Source: an optimization exercise on an open RTL-to-GDS flow (aim: small area and a short achievable clock period). Production flows keep margins and buffers that such runs may drop. Where RTL was checked, it was by simulation tests only, not by an equivalence proof against the original. Power is estimated from default activity; no workload was simulated.

==> module sobel_mod, before the edit <==
module sobel_mod (
    input clk,
    input rst,
    input [7:0] cam_red_i,
    input [7:0] cam_green_i,
    input [7:0] cam_blue_i,
    input cam_done_i,
    output [7:0] sobel_red_o,
    output [7:0] sobel_green_o,
    output [7:0] sobel_blue_o,
    output sobel_done_o
);
localparam THRESHOLD = 60;
reg  [6:0]  ga;       
reg  [7:0]  gb;       
reg  [4:0]  gc;       
reg         iv;       
reg  [13:0] cnt;      
reg         armed;    
reg         r1I;      
always @(posedge clk) begin
    ga <= {2'b00, cam_red_i[7:2]} + {4'b0000, cam_red_i[7:5]};
    gb <= {1'b0, cam_green_i[7:1]} + {4'b0000, cam_green_i[7:4]};
    gc <= {1'b0, cam_blue_i[7:4]} + {2'b00, cam_blue_i[7:5]};
    iv <= ~rst & cam_done_i;
    cnt <= iv ? cnt + 14'd1 : 14'd0;
    r1I <= iv & (((cnt[13:7] == 7'd1) & (cnt[6:0] != 7'd127)) |
                 ((cnt[13:7] == 7'd0) & (cnt[6:0] == 7'd127)));
    armed <= ~rst & (armed | (iv & (cnt == 14'd129)));
end
reg  [7:0]  g0;       
reg         r0G;      
reg         r1G;      
reg         c0G;      
reg         goG;      
always @(posedge clk) begin
    g0  <= {1'b0, ga} + gb + {3'b000, gc};
    r0G <= (cnt[13:7] == 7'd0);
    r1G <= r1I;
    c0G <= (cnt[6:0] == 7'd0);
end
always @(posedge clk) begin
    if (rst) goG <= 1'b0;
    else     goG <= iv & (armed | (cnt == 14'd129));
end
reg [2047:0] line;
always @(posedge clk)
    line <= {line[2039:0], g0};
wire [7:0] mid = line[127*8 +: 8];   
wire [7:0] top = line[255*8 +: 8];   
wire [7:0] topn = line[254*8 +: 8];
wire [7:0] midn = line[126*8 +: 8];
reg  [9:0] pt;
always @(posedge clk)
    pt <= {2'b00, r1I ? 8'd0 : topn} + {1'b0, midn, 1'b0};
wire [7:0] top_m = r1G ? 8'd0 : top;
wire [7:0] bot_m = r0G ? 8'd0 : g0;
reg  [9:0] vB;    
reg  [8:0] dyB;   
reg        c0B;   
reg        go1;
always @(posedge clk) begin
    vB  <= pt + {2'b00, bot_m};
    dyB <= {1'b0, top_m} - {1'b0, bot_m};
    c0B <= c0G;
end
reg  [9:0]  vD;    
reg  [9:0]  vL;    
reg  [8:0]  dyD;   
reg  [10:0] P;     
reg  [10:0] gxr;   
reg  [10:0] gyr;   
reg         go2;
wire [9:0] vR  = c0B ? 10'd0 : vB;
wire [8:0] dyR = c0B ? 9'd0  : dyB;
always @(posedge clk) begin
    vD  <= vB;
    vL  <= c0B ? 10'd0 : vD;
    dyD <= dyB;
    P   <= (c0B ? 11'd0 : {{2{dyD[8]}}, dyD}) + {dyB[8], dyB, 1'b0};
    gxr <= {1'b0, vL} - {1'b0, vR};
    gyr <= P + {{2{dyR[8]}}, dyR};
end
reg [9:0] s1;      
reg       sx1;     
reg       go3;
wire       sx  = gxr[10];
wire       sy  = gyr[10];
wire [9:0] gxi = gxr[9:0] ^ {10{sx}};
wire [9:0] gyi = gyr[9:0] ^ {10{sy}};
wire [10:0] ssum = {gxi, 1'b1} + {gyi, sy};
always @(posedge clk) begin
    s1  <= ssum[10:1];
    sx1 <= sx;
end
wire [9:0] s = s1 + {9'd0, sx1};    
reg [7:0] outp;
reg       go4;
always @(posedge clk)
    outp <= (s >= THRESHOLD) ? 8'd255 : s[7:0];
always @(posedge clk) begin
    if (rst) begin
        go1 <= 1'b0;
        go2 <= 1'b0;
        go3 <= 1'b0;
        go4 <= 1'b0;
    end else begin
        go1 <= goG;
        go2 <= go1;
        go3 <= go2;
        go4 <= go3;
    end
end
assign sobel_red_o   = outp;
assign sobel_green_o = outp;
assign sobel_blue_o  = outp;
assign sobel_done_o  = go4;
endmodule
export LEC_CHECK = 0
export CAP_MARGIN = 20
export CORE_MARGIN = 2
export CORE_UTILIZATION = 60
export CTS_CLUSTER_DIAMETER = 60
export CTS_CLUSTER_SIZE = 30
export SETUP_SLACK_MARGIN = 2.7
export SLEW_MARGIN = 20
create_clock -name core_clock -period 5.0 [get_ports {clk}]
run.sh (not shown) runs the stock make flow with config.mk's settings and CLKGATE_MAP_FILE= SYNTH_SCRIPT=/design/flow/synth_recipe.tcl, a recipe that flattens the netlist after the stock synthesis.
Edit:
--- a/flow/design.v
+++ b/flow/design.v
@@ -17,17 +17,14 @@
 reg  [4:0]  gc;       
 reg         iv;       
 reg  [13:0] cnt;      
 reg         armed;    
-reg         r1I;      
 always @(posedge clk) begin
     ga <= {2'b00, cam_red_i[7:2]} + {4'b0000, cam_red_i[7:5]};
     gb <= {1'b0, cam_green_i[7:1]} + {4'b0000, cam_green_i[7:4]};
     gc <= {1'b0, cam_blue_i[7:4]} + {2'b00, cam_blue_i[7:5]};
     iv <= ~rst & cam_done_i;
     cnt <= iv ? cnt + 14'd1 : 14'd0;
-    r1I <= iv & (((cnt[13:7] == 7'd1) & (cnt[6:0] != 7'd127)) |
-                 ((cnt[13:7] == 7'd0) & (cnt[6:0] == 7'd127)));
     armed <= ~rst & (armed | (iv & (cnt == 14'd129)));
 end
 reg  [7:0]  g0;       
 reg         r0G;      
@@ -36,9 +33,9 @@
 reg         goG;      
 always @(posedge clk) begin
     g0  <= {1'b0, ga} + gb + {3'b000, gc};
     r0G <= (cnt[13:7] == 7'd0);
-    r1G <= r1I;
+    r1G <= (cnt[13:7] == 7'd1);
     c0G <= (cnt[6:0] == 7'd0);
 end
 always @(posedge clk) begin
     if (rst) goG <= 1'b0;
@@ -48,30 +45,24 @@
 always @(posedge clk)
     line <= {line[2039:0], g0};
 wire [7:0] mid = line[127*8 +: 8];   
 wire [7:0] top = line[255*8 +: 8];   
-wire [7:0] topn = line[254*8 +: 8];
-wire [7:0] midn = line[126*8 +: 8];
-reg  [9:0] pt;
-always @(posedge clk)
-    pt <= {2'b00, r1I ? 8'd0 : topn} + {1'b0, midn, 1'b0};
 wire [7:0] top_m = r1G ? 8'd0 : top;
 wire [7:0] bot_m = r0G ? 8'd0 : g0;
 reg  [9:0] vB;    
 reg  [8:0] dyB;   
 reg        c0B;   
 reg        go1;
 always @(posedge clk) begin
-    vB  <= pt + {2'b00, bot_m};
+    vB  <= {2'b00, top_m} + {1'b0, mid, 1'b0} + {2'b00, bot_m};
     dyB <= {1'b0, top_m} - {1'b0, bot_m};
     c0B <= c0G;
 end
 reg  [9:0]  vD;    
 reg  [9:0]  vL;    
 reg  [8:0]  dyD;   
 reg  [10:0] P;     
-reg  [10:0] gxr;   
-reg  [10:0] gyr;   
+reg  signed [10:0] gxr, gyr;
 reg         go2;
 wire [9:0] vR  = c0B ? 10'd0 : vB;
 wire [8:0] dyR = c0B ? 9'd0  : dyB;
 always @(posedge clk) begin
@@ -81,21 +72,16 @@
     P   <= (c0B ? 11'd0 : {{2{dyD[8]}}, dyD}) + {dyB[8], dyB, 1'b0};
     gxr <= {1'b0, vL} - {1'b0, vR};
     gyr <= P + {{2{dyR[8]}}, dyR};
 end
-reg [9:0] s1;      
-reg       sx1;     
+reg [9:0] s;
 reg       go3;
-wire       sx  = gxr[10];
-wire       sy  = gyr[10];
+wire       sx = gxr[10];
+wire       sy = gyr[10];
 wire [9:0] gxi = gxr[9:0] ^ {10{sx}};
 wire [9:0] gyi = gyr[9:0] ^ {10{sy}};
-wire [10:0] ssum = {gxi, 1'b1} + {gyi, sy};
-always @(posedge clk) begin
-    s1  <= ssum[10:1];
-    sx1 <= sx;
-end
-wire [9:0] s = s1 + {9'd0, sx1};    
+always @(posedge clk)
+    s <= gxi + gyi + {9'd0, sx} + {9'd0, sy};
 reg [7:0] outp;
 reg       go4;
 always @(posedge clk)
     outp <= (s >= THRESHOLD) ? 8'd255 : s[7:0];
Effect: Setup slack degrades by 0.20 ns. Global-route usage falls by 0.52 points. Critical path depth rises by 8. Wire length falls by 4.7%. Power falls by 0.47%. First-iteration DRC count falls by 2.1%. Register-to-register slack degrades by 0.22 ns.
For the second run of this note, only the layout was checked, not whether the RTL still works.

-- afterwards: timing with drivers on the ports --
The results above use ideal ports. As a check the final layouts listed here were re-extracted and re-timed, cells and wires unchanged. Step 1, drivers: a clkbuf_16 drives clk and a buf_2 each remaining input, both assumed. Step 2 also shifts input and output timing later by t, the mid clock arrival at the registers, as if the neighbouring blocks saw the same clock. Slacks: no drivers / after step 1 / after step 2; pairs: no drivers / after step 1.
run	t, ns	slack for setup (ns)	worst setup path after step 2
the first run	0.722	2.766 / 2.708 / 2.181	input to register
the second run	0.712	2.568 / 2.568 / 2.114	input to register
After both steps setup and hold are still met in every run listed. For the first run, which loses most, drivers alone change the setup slack by -0.058 ns; drivers and shift together by -0.585 ns.
